Source: an optimization exercise on an open RTL-to-GDS flow (aim: small area, a short achievable clock period and few clock cycles). Production flows keep margins and buffers that such runs may drop. Function was checked by simulation only, so behaviour that the tests miss may differ from the original.

### flow/design.v
module  CONV(
	input		clk,
	input		reset,
	output	reg	busy,	
	input		ready,	
	output	reg [11:0]	iaddr,
	input	signed [19:0] idata,	
	output	 reg cwr,
	output	 reg [11:0]	caddr_wr,
	output	 reg [19:0]	cdata_wr,
	output	 reg	crd,
	output	 reg [11:0]	caddr_rd,
	input	 [19:0]	cdata_rd,
	output reg 	[2:0] 	csel
	);
	reg [11:0] image_addr;
	reg [11:0] L1_image_addr;
	reg [9:0] L1_write_addr;
	wire [11:0] L1_image_addr1;
	wire [11:0] L1_image_addr2;
	wire [11:0] L1_image_addr3;
	wire [11:0] image_addr1;
	wire [11:0] image_addr2;
	wire [11:0] image_addr3;
	wire [11:0] image_addr4;
	wire [11:0] image_addr5;
	wire [11:0] image_addr6;
	wire [11:0] image_addr7;
	wire [11:0] image_addr8;
	reg [2:0] state , next_state;
	reg [3:0] kernel_count;
	reg signed	[19:0] ker;
	reg signed [19:0] cdata_max;
	reg signed [39:0] gray_data;
	reg signed [39:0] L0_conv_data;
	wire signed [39:0] L0_round_data;
	wire signed [19:0] L0_relu_data;
	wire zero_padding;
	parameter  INIT = 3'b000 ;
	parameter  L0_READ = 3'b001 ;
	parameter  RELU = 3'b010 ;
	parameter  L0_WRITE = 3'b011 ;
	parameter  L1_INIT = 3'b100 ;
	parameter  L1_READ = 3'b101 ;
	parameter  L1_WRITE = 3'b110 ;
	parameter  FINISH = 3'b111 ;
always @(posedge clk or posedge reset) begin
	if (reset) begin
		state <= INIT;
	end
	else begin
		state <= next_state;
	end
end
always@(*)begin
    case (state)
        INIT:begin
			if(ready) next_state =  L0_READ;
            else next_state = INIT;
		end 
        L0_READ :begin
			if(kernel_count == 4'd10) next_state = RELU;
			else next_state = L0_READ;
		end 
		RELU :begin
			next_state = L0_WRITE;
		end 
		L0_WRITE: begin
			if(image_addr == 12'd4095) next_state = L1_INIT;
			else next_state = L0_READ;
		end
		L1_INIT: begin
			 next_state = L1_READ;
		end
		L1_READ: begin
			 if(kernel_count ==  4'd6) next_state = L1_WRITE;
			 else next_state = L1_READ;
		end
		L1_WRITE: begin
			 if(L1_write_addr == 10'd1023) next_state = FINISH;
			 else next_state = L1_READ;
		end
		FINISH: begin
			 next_state = FINISH;
		end
        default: begin
			next_state = FINISH;
		end
    endcase
end
always @(*) begin
    case (state)
        INIT: begin
                busy = 0;
				cwr =  0;
				csel = 3'b000;
				crd = 0;
        end 
        L0_READ: begin
                busy = 1;
				cwr =  0;
				csel = 3'b000;
				crd = 0; 
        end
		RELU: begin
				busy = 1;
				cwr =  0;
				csel = 3'b000;
				crd = 0;
		end
		L0_WRITE: begin
				busy = 1;
				cwr =  1;
				csel = 3'b001;
				crd = 0;
		end
		L1_INIT:begin
				busy = 1;
				cwr =  0;
				csel = 3'b000;
				crd = 0;
		end
		L1_READ:begin
				busy = 1;
				cwr =  0;
				csel = 3'b001;
				crd =  1;
		end
		L1_WRITE:begin
				busy = 1;
				cwr =  1;
				csel = 3'b011;
				crd =  0;
		end
        FINISH: begin
                busy = 0;
				cwr =  0;
				csel = 3'b000;
				crd = 0;
        end
        default: begin
                busy = 0;
				cwr =  0;
				csel = 3'b000;
				crd = 0;
		end
    endcase
end
always @(posedge clk) begin
	if(state == INIT) begin
		image_addr <= 12'b0;
	end
	else if(state == L0_WRITE ) begin
		image_addr <= image_addr + 1;
	end
end
assign image_addr1 = image_addr-12'b000001000001;
assign image_addr2 = image_addr1+12'b000000000001;
assign image_addr3 = image_addr2+12'b000000000001;
assign image_addr4 = image_addr-12'b000000000001;
assign image_addr5 = image_addr+12'b000000000001;
assign image_addr6 = image_addr+12'b000000111111;
assign image_addr7 = image_addr6+12'b000000000001;
assign image_addr8 = image_addr7+12'b000000000001;
always @(posedge clk ) begin
	case (kernel_count)
		4'd0: 	iaddr <= image_addr;
		4'd1: 	iaddr <= image_addr1;
		4'd2: 	iaddr <= image_addr2;
		4'd3:	iaddr <= image_addr3;
		4'd4:	iaddr <= image_addr4;
		4'd5:	iaddr <= image_addr5;
		4'd6:	iaddr <= image_addr6;
		4'd7:	iaddr <= image_addr7;
		4'd8:	iaddr <= image_addr8;
		default: begin
		end
	endcase
end
assign zero_padding = 	 ((image_addr[11:6] == 6'b000000) && (kernel_count==4'd2||kernel_count==4'd3||kernel_count==4'd4))
						||((image_addr[11:6] == 6'b111111) && (kernel_count==4'd7||kernel_count==4'd8||kernel_count==4'd9))
						||((image_addr[5:0] == 6'b000000) && (kernel_count==4'd2||kernel_count==4'd5||kernel_count==4'd7))
						||((image_addr[5:0]	== 6'b111111) && (kernel_count==4'd4||kernel_count==4'd6||kernel_count==4'd9));
always@(*) begin
	if(reset) begin
		ker = 20'HF8F71;
	end
	else begin
		case (kernel_count)
			4'd1:	ker = 20'HF8F71;
			4'd2:	ker = 20'H0A89E;
			4'd3:	ker = 20'H092D5;
			4'd4:	ker = 20'H06D43;
			4'd5:	ker = 20'H01004;
			4'd6:	ker = 20'HF6E54;
			4'd7:	ker = 20'HFA6D7;
			4'd8:	ker = 20'HFC834;
			4'd9:	ker = 20'HFAC19;
			default:ker = 20'H00000;
		endcase
	end
end
always @(posedge clk) begin
	if(state == INIT) begin
		gray_data <= 20'sb0;
	end
	else if(state == L0_READ ) begin
		case (kernel_count)
			4'd1: 	gray_data  <= (zero_padding)?20'sb0:idata*ker;
			4'd2: 	gray_data  <= (zero_padding)?20'sb0:idata*ker;
			4'd3:	gray_data  <= (zero_padding)?20'sb0:idata*ker;
			4'd4:	gray_data  <= (zero_padding)?20'sb0:idata*ker;
			4'd5:	gray_data  <= (zero_padding)?20'sb0:idata*ker;
			4'd6:	gray_data  <= (zero_padding)?20'sb0:idata*ker;
			4'd7:	gray_data  <= (zero_padding)?20'sb0:idata*ker;
			4'd8:	gray_data  <= (zero_padding)?20'sb0:idata*ker; 
			4'd9: 	gray_data  <= (zero_padding)?20'sb0:idata*ker;
			default: begin
				gray_data  <= 20'sb0;
			end
		endcase
	end
end
always @(posedge clk) begin
	if(state == INIT || state == RELU || state == L1_WRITE) begin
		kernel_count <= 4'b0;
	end
	else if(state == L0_READ ) begin
		kernel_count <= kernel_count + 1;
	end
	else if (state == L1_READ)begin
		kernel_count <= kernel_count + 1;
	end
end
always@(posedge clk or posedge reset) 
begin
	if(reset) begin
		L0_conv_data <= 0;
    end else if (state == L0_WRITE) begin 
        L0_conv_data <= 0;       
    end else begin 
        L0_conv_data <= L0_conv_data + gray_data;
    end
end
assign L0_round_data = (state == RELU && L0_conv_data[15] ) ? 
						(L0_conv_data+40'h0013110000):(L0_conv_data+40'h0013100000);
assign L0_relu_data =  (L0_round_data>0) ? L0_round_data[35:16] :20'b0; 
always @(posedge clk or posedge reset) begin
	if(reset)begin
		cdata_wr <= 0;
	end
	else begin
		case (state)
			INIT:		cdata_wr <= 0;
			L0_READ:	cdata_wr <= 0;
			RELU:		cdata_wr <= L0_relu_data;
			L0_WRITE:	cdata_wr <= cdata_wr;
			L1_INIT:	cdata_wr <= 0;
			L1_READ:	cdata_wr <= (kernel_count == 4'd6)?cdata_max:0;
			L1_WRITE:	cdata_wr <= 0;
			FINISH: 	cdata_wr <= 0;
			default: 	cdata_wr <= 0;
		endcase
	end
end
always @(posedge clk or posedge reset) begin
	if(reset)begin
		caddr_wr <= 0;
	end
	else begin
		case (state)
			INIT:		caddr_wr <= image_addr;
			L0_READ:	caddr_wr <= image_addr;
			RELU:		caddr_wr <= image_addr;
			L0_WRITE:	caddr_wr <= image_addr;
			L1_INIT:	caddr_wr <= L1_write_addr;
			L1_READ:	caddr_wr <= L1_write_addr;
			L1_WRITE:	caddr_wr <= L1_write_addr;
			FINISH: 	caddr_wr <= 0;
			default: 	begin
			end
		endcase
	end
end
always @(posedge clk or posedge reset) begin
	if (reset) begin
		L1_image_addr <=12'b0; 
	end
	else if(state == L1_WRITE) begin
		if(L1_image_addr[5:0] == 6'b111110)
			L1_image_addr <= L1_image_addr +12'b000001000010;
		else 
			L1_image_addr <= L1_image_addr +12'b000000000010;	
	end
end
assign L1_image_addr1 = L1_image_addr + 12'd1;
assign L1_image_addr2 = L1_image_addr + 12'd64;
assign L1_image_addr3 = L1_image_addr + 12'd65;
always @(posedge clk or posedge reset) begin
	if (reset) begin
		L1_write_addr <= 10'b0;
	end
	else if (state == L1_WRITE)begin
		L1_write_addr <= L1_write_addr +1;
	end
end
always@(posedge clk or posedge reset) begin
	if(reset) begin
		caddr_rd <= 12'b0;
	end
	else if (state == L1_READ)begin
		case (kernel_count)
			4'd1:	caddr_rd  <= L1_image_addr;
			4'd2:	caddr_rd  <= L1_image_addr1;
			4'd3:	caddr_rd  <= L1_image_addr2;
			4'd4:	caddr_rd  <= L1_image_addr3;
			default: caddr_rd <=  12'b0;
		endcase
	end
end
always@(posedge clk or posedge reset)begin
	if(reset) begin
		cdata_max <= 20'b0;
	end
	else if(state == L1_READ)begin
		case (kernel_count)
			4'd0:  	cdata_max  <= 20'b0;
			4'd1:  	cdata_max  <= 20'b0;
			4'd2:	cdata_max  <= (cdata_max >= cdata_rd)?cdata_max:cdata_rd;
			4'd3:	cdata_max  <= (cdata_max >= cdata_rd)?cdata_max:cdata_rd;
			4'd4:	cdata_max  <= (cdata_max >= cdata_rd)?cdata_max:cdata_rd;
			4'd5:	cdata_max  <= (cdata_max >= cdata_rd)?cdata_max:cdata_rd;
			default: begin
			end
		endcase
	end
end
endmodule
### flow/run.sh
#!/bin/bash
# synth_recipe.tcl (not shown) runs the flow's synth.tcl, then flattens the netlist and writes it again
# the make line also repeats each setting of config.mk as NAME=value (left out here)
make -C /OpenROAD-flow-scripts/flow DESIGN_CONFIG=/design/flow/config.mk WORK_HOME=/design/flow/orfs CLKGATE_MAP_FILE= SYNTH_SCRIPT=/design/flow/synth_recipe.tcl finish
### flow/config.mk
export PLATFORM = sky130hd
export DESIGN_NAME = CONV
export DESIGN_NICKNAME = CONV
export VERILOG_FILES = /design/flow/design.v
export SDC_FILE = /design/flow/constraint.sdc
export NUM_CORES = 4
export LEC_CHECK = 0
export CAP_MARGIN = 20
export CORE_MARGIN = 2
export CORE_UTILIZATION = 40
export SLEW_MARGIN = 20
### flow/constraint.sdc
create_clock -name core_clock -period 10.0 [get_ports {clk}]
set_input_delay 2.0000 -clock core_clock [delete_from_list [all_inputs] [get_ports {clk}]]
set_output_delay 2.0000 -clock core_clock [all_outputs]
set_load 0.01 [all_outputs]
==> results_dict.tcl <==
set metrics [dict create \
    status "timing/DRC/antenna clean" \
    place_congestion 0.948 \
    clk-insertion-delay-late_ps 570 \
    max_freq_mhz 109 \
    cp_slowest_cell "fa_1" \
    cts_tree "built" \
    num_vias 21800 \
    antenna_found_initial 0 \
    fin_crit_ps 9170 \
    postCtsSetupBuffers 0 \
    ys_seq_area_share_pct 17.8 \
    synth-main-ff-cell "dfrtp_1" \
    wl_per_cell_um 18.0 \
    synthArstFlopShare_pct 60.1 \
    worst-endpoint-arrival_ps 9600 \
    chipHeight_um 270 \
    netlist_area_um2 28200 \
    rows 97 \
    fin_util_pct 45.1 \
    tightest_slew_ps 1070 \
    synth-adder-area-share_pct 38.0 \
    critPathMaxFanout 30 \
    drc_errors 0 \
    portBuffers 103 \
    clock-root-buffer "clkbuf_16" \
    cp_top_family "adder cells" \
    critPathMaxStageDelay_ps 540 \
    grtUsageTotal_pct 21.2 \
    synth.distinct_cells 94 \
    dp_hpwl_um 61300 \
    drt_iter0_markers 1299 \
    synth_area_leaders "fa_1, dfrtp_1, ha_1, inv_1, dfxtp_1" \
    clk_path_buf_depth 3 \
    crit_path_end_kind "flop" \
    avgSynthCellArea_um2 8.85 \
    crit_top_cell "fa_1" \
    ys_warn_count 1 \
    drt_wl_total_um 76000 \
    dieArea_um2 72700 \
    postCtsHoldBufs 0 \
    netlist_instances 3191 \
    synth-seq-cells 213 \
    required_ps 10430 \
    post_dp_cell_area_um2 30600 \
    rsz0062_at_grt "no" \
    path_class "input port to flop" \
    yosys.area_share.simple_pct 15.9 \
    cts_buffers 26 \
    setup_viol 0 \
    slew_viol_final 0 \
    initial_utilization_pct 40.4 \
    ant_nets 0 \
    htree_levels 1 \
    grt_max_degree 76 \
    final_area_um2 31500 \
    core_um2 69900 \
    nets 3913 \
    overflow 0 \
    drive_above_1_share_pct 5.39 \
    syn_nets 3840 \
    die_w_um 270 \
    final.period_utilization_pct 91.7 \
    synth_top_area_share_pct 29.3 \
    cts-resized-gates 0 \
    grt_pass1_vias 22500 \
    finClkSkew_ps 40.1 \
    maxCapViolations 0 \
    dr.pass1.iters 7 \
    synth-xor-area-share_pct 5.00 \
    path_buf_inv 9 \
    synth_compound_area_share_pct 12.6 \
    fin_setup_tns_ps 0 \
    synth_top_area_cell "fa_1" \
    cp-start-kind "input port" \
    finalHoldViolations 0 \
    io_pins 105 \
    area_growth_pct 11.7 \
    cts.clk_slew.worst_paths_ps 60 \
    hp-class "flop to flop" \
    cts_sinks 213 \
    vias_per_cell 5.17 \
    max_slew_margin_pct 28.3 \
    muxShareOfSynthArea_pct 1.18 \
    synth-edff-count 12 \
    synth_top_family_by_area "adder cells" \
    grt_pass1_wl_um 124000 \
]
synth_stat cells (20+ instances only):
cell	count
inv_1	560
fa_1	413
nand2_1	313
nor2_1	233
ha_1	193
dfrtp_1	128
o21ai_0	128
clkbuf_1	125
a21oi_1	124
and2_1	100
xnor2_1	100
nor2b_1	94
dfxtp_1	73
xor2_1	61
a22oi_1	46
nand3_1	42
a21o_1	39
mux2i_1	31
nor3_1	29
a22o_1	28
nand4_1	24
nand2b_1	20
final timing paths:
kind                       slack [ps]          endpoint         start  depth (start not counted)
max                               830     gray_data[38]         reset                         28
min                               470      gray_data[0]  gray_data[0]                          2
max reg2reg                      2600     gray_data[39]          flop                         23
min reg2reg                       470      gray_data[0]  gray_data[0]                          2
max in group asynchronous        6660  L1_image_addr[3]         reset                          4
min in group asynchronous        2090  L0_conv_data[12]         reset                          3
metrics by stage:
step | hold WS [ps] | instances | setup WS [ps]
floorplan | 432 | 3191 | 811
global placement | 455 | 4176 | 328
detailed placement | 464 | 4176 | 312
CTS | 470 | 4224 | 857
global route | 490 | 4224 | 435
finish | 465 | 4225 | 826
registers in the layout (all words and copies together) (netlist names), named ones only:
register	count
image_addr	12
L0_conv_data	40
cdata_wr	20
L1_write_addr	10
L1_image_addr	11
cdata_max	20
caddr_rd	12
caddr_wr	12
gray_data	40
kernel_count	4
state	3
iaddr	12
per-layer routing:
layer / vias up / wire length [um] / track usage, %
met1: 10900 / 35700 / 30.1
li1: 10300 / - / -
met3: 104 / 3670 / 2.48
met4: 0 / 1610 / 4.53
met2: 544 / 35100 / 34.8
met5: - / 0 / 0
cells by family (layout without fill, tap and decap cells):
logic type               Yosys count  in the layout
AND/OR/NAND/NOR                  930            930
AO/OA/AOI/OAI                    534            534
other                              1              2
multiplexers                      33             33
adder cells (fa/ha/maj)          610            610
flip-flops                       213            213
buffers and inverters            709            802
XOR/XNOR                         161            161
layout make-up:
class | count | area [um^2]
Multi-Input combinational cell | 2269 | 20600
Clock buffer | 37 | 763
Tap cell | 940 | 1180
Clock inverter | 11 | 106
Timing Repair Buffer | 189 | 1780
Sequential cell | 213 | 5020
Inverter | 565 | 2130
Fill cell | 6939 | 38400
Antenna cell | 1 | 2.50
cell usage in the layout, fill, tap and decap left out, types with 8 or more instances in the layout:
cell type	n
edfxtp_1	12
buf_12	8
inv_1	559
nand3_1	42
xor2_1	61
o21a_1	15
fa_1	413
nand2b_1	20
o221ai_1	10
a31oi_1	14
and3_1	11
clkdlybuf4s50_1	103
or3_1	11
a22o_1	28
mux2i_1	31
o21bai_1	10
xnor2_1	100
nand4_1	24
buf_4	78
dfxtp_1	73
or2_2	11
a211oi_1	12
clkbuf_16	27
ha_1	193
a21oi_1	124
nor3_1	29
nor2_1	233
o21ai_0	128
a21o_1	39
o211ai_1	18
and2_1	100
a22oi_1	46
dfrtp_1	128
nor2b_1	91
nand2_1	313
o31ai_1	11
worst register-to-register path: stages (launching register included):
cell	delay, ps
dfxtp_1	360
nor2b_1	150
buf_4	280
nand2_1	180
fa_1	700
inv_1	130
fa_1	530
fa_1	440
fa_1	500
fa_1	510
fa_1	490
inv_1	50
fa_1	520
inv_1	40
ha_1	320
a21oi_1	140
o21ai_0	140
or3b_2	460
a21oi_1	290
o31ai_2	140
a2111oi_2	440
o31ai_1	150
xnor2_1	140
a22o_1	180
Testbench counts, summed over its fixed seeds: cycles 983,072.

[re-timing with driven ports]
No port has a modelled driver above. Below, the same layout with a new extraction and two added sets of constraints. Step 1 sets driving cells, clkbuf_16 on the clock port and buf_2 on the other inputs (assumed; they add their load-dependent delay and slew). Step 2 also shifts input and output timing later by t, the mid clock arrival at the registers, as if the neighbouring blocks saw the same clock. Slacks: no drivers / after step 1 / after step 2; pairs: no drivers / after step 1.
t (ns): 0.602
setup slack, ns: 0.826 / 0.860 / 0.258
hold slack, ns: 0.465 / 0.465 / 0.465
worst slew at a driven data input, ns: 0.05
After both steps this run still meets setup and hold. The setup slack of this run moves by +0.034 ns with the drivers and by -0.568 ns with both steps.
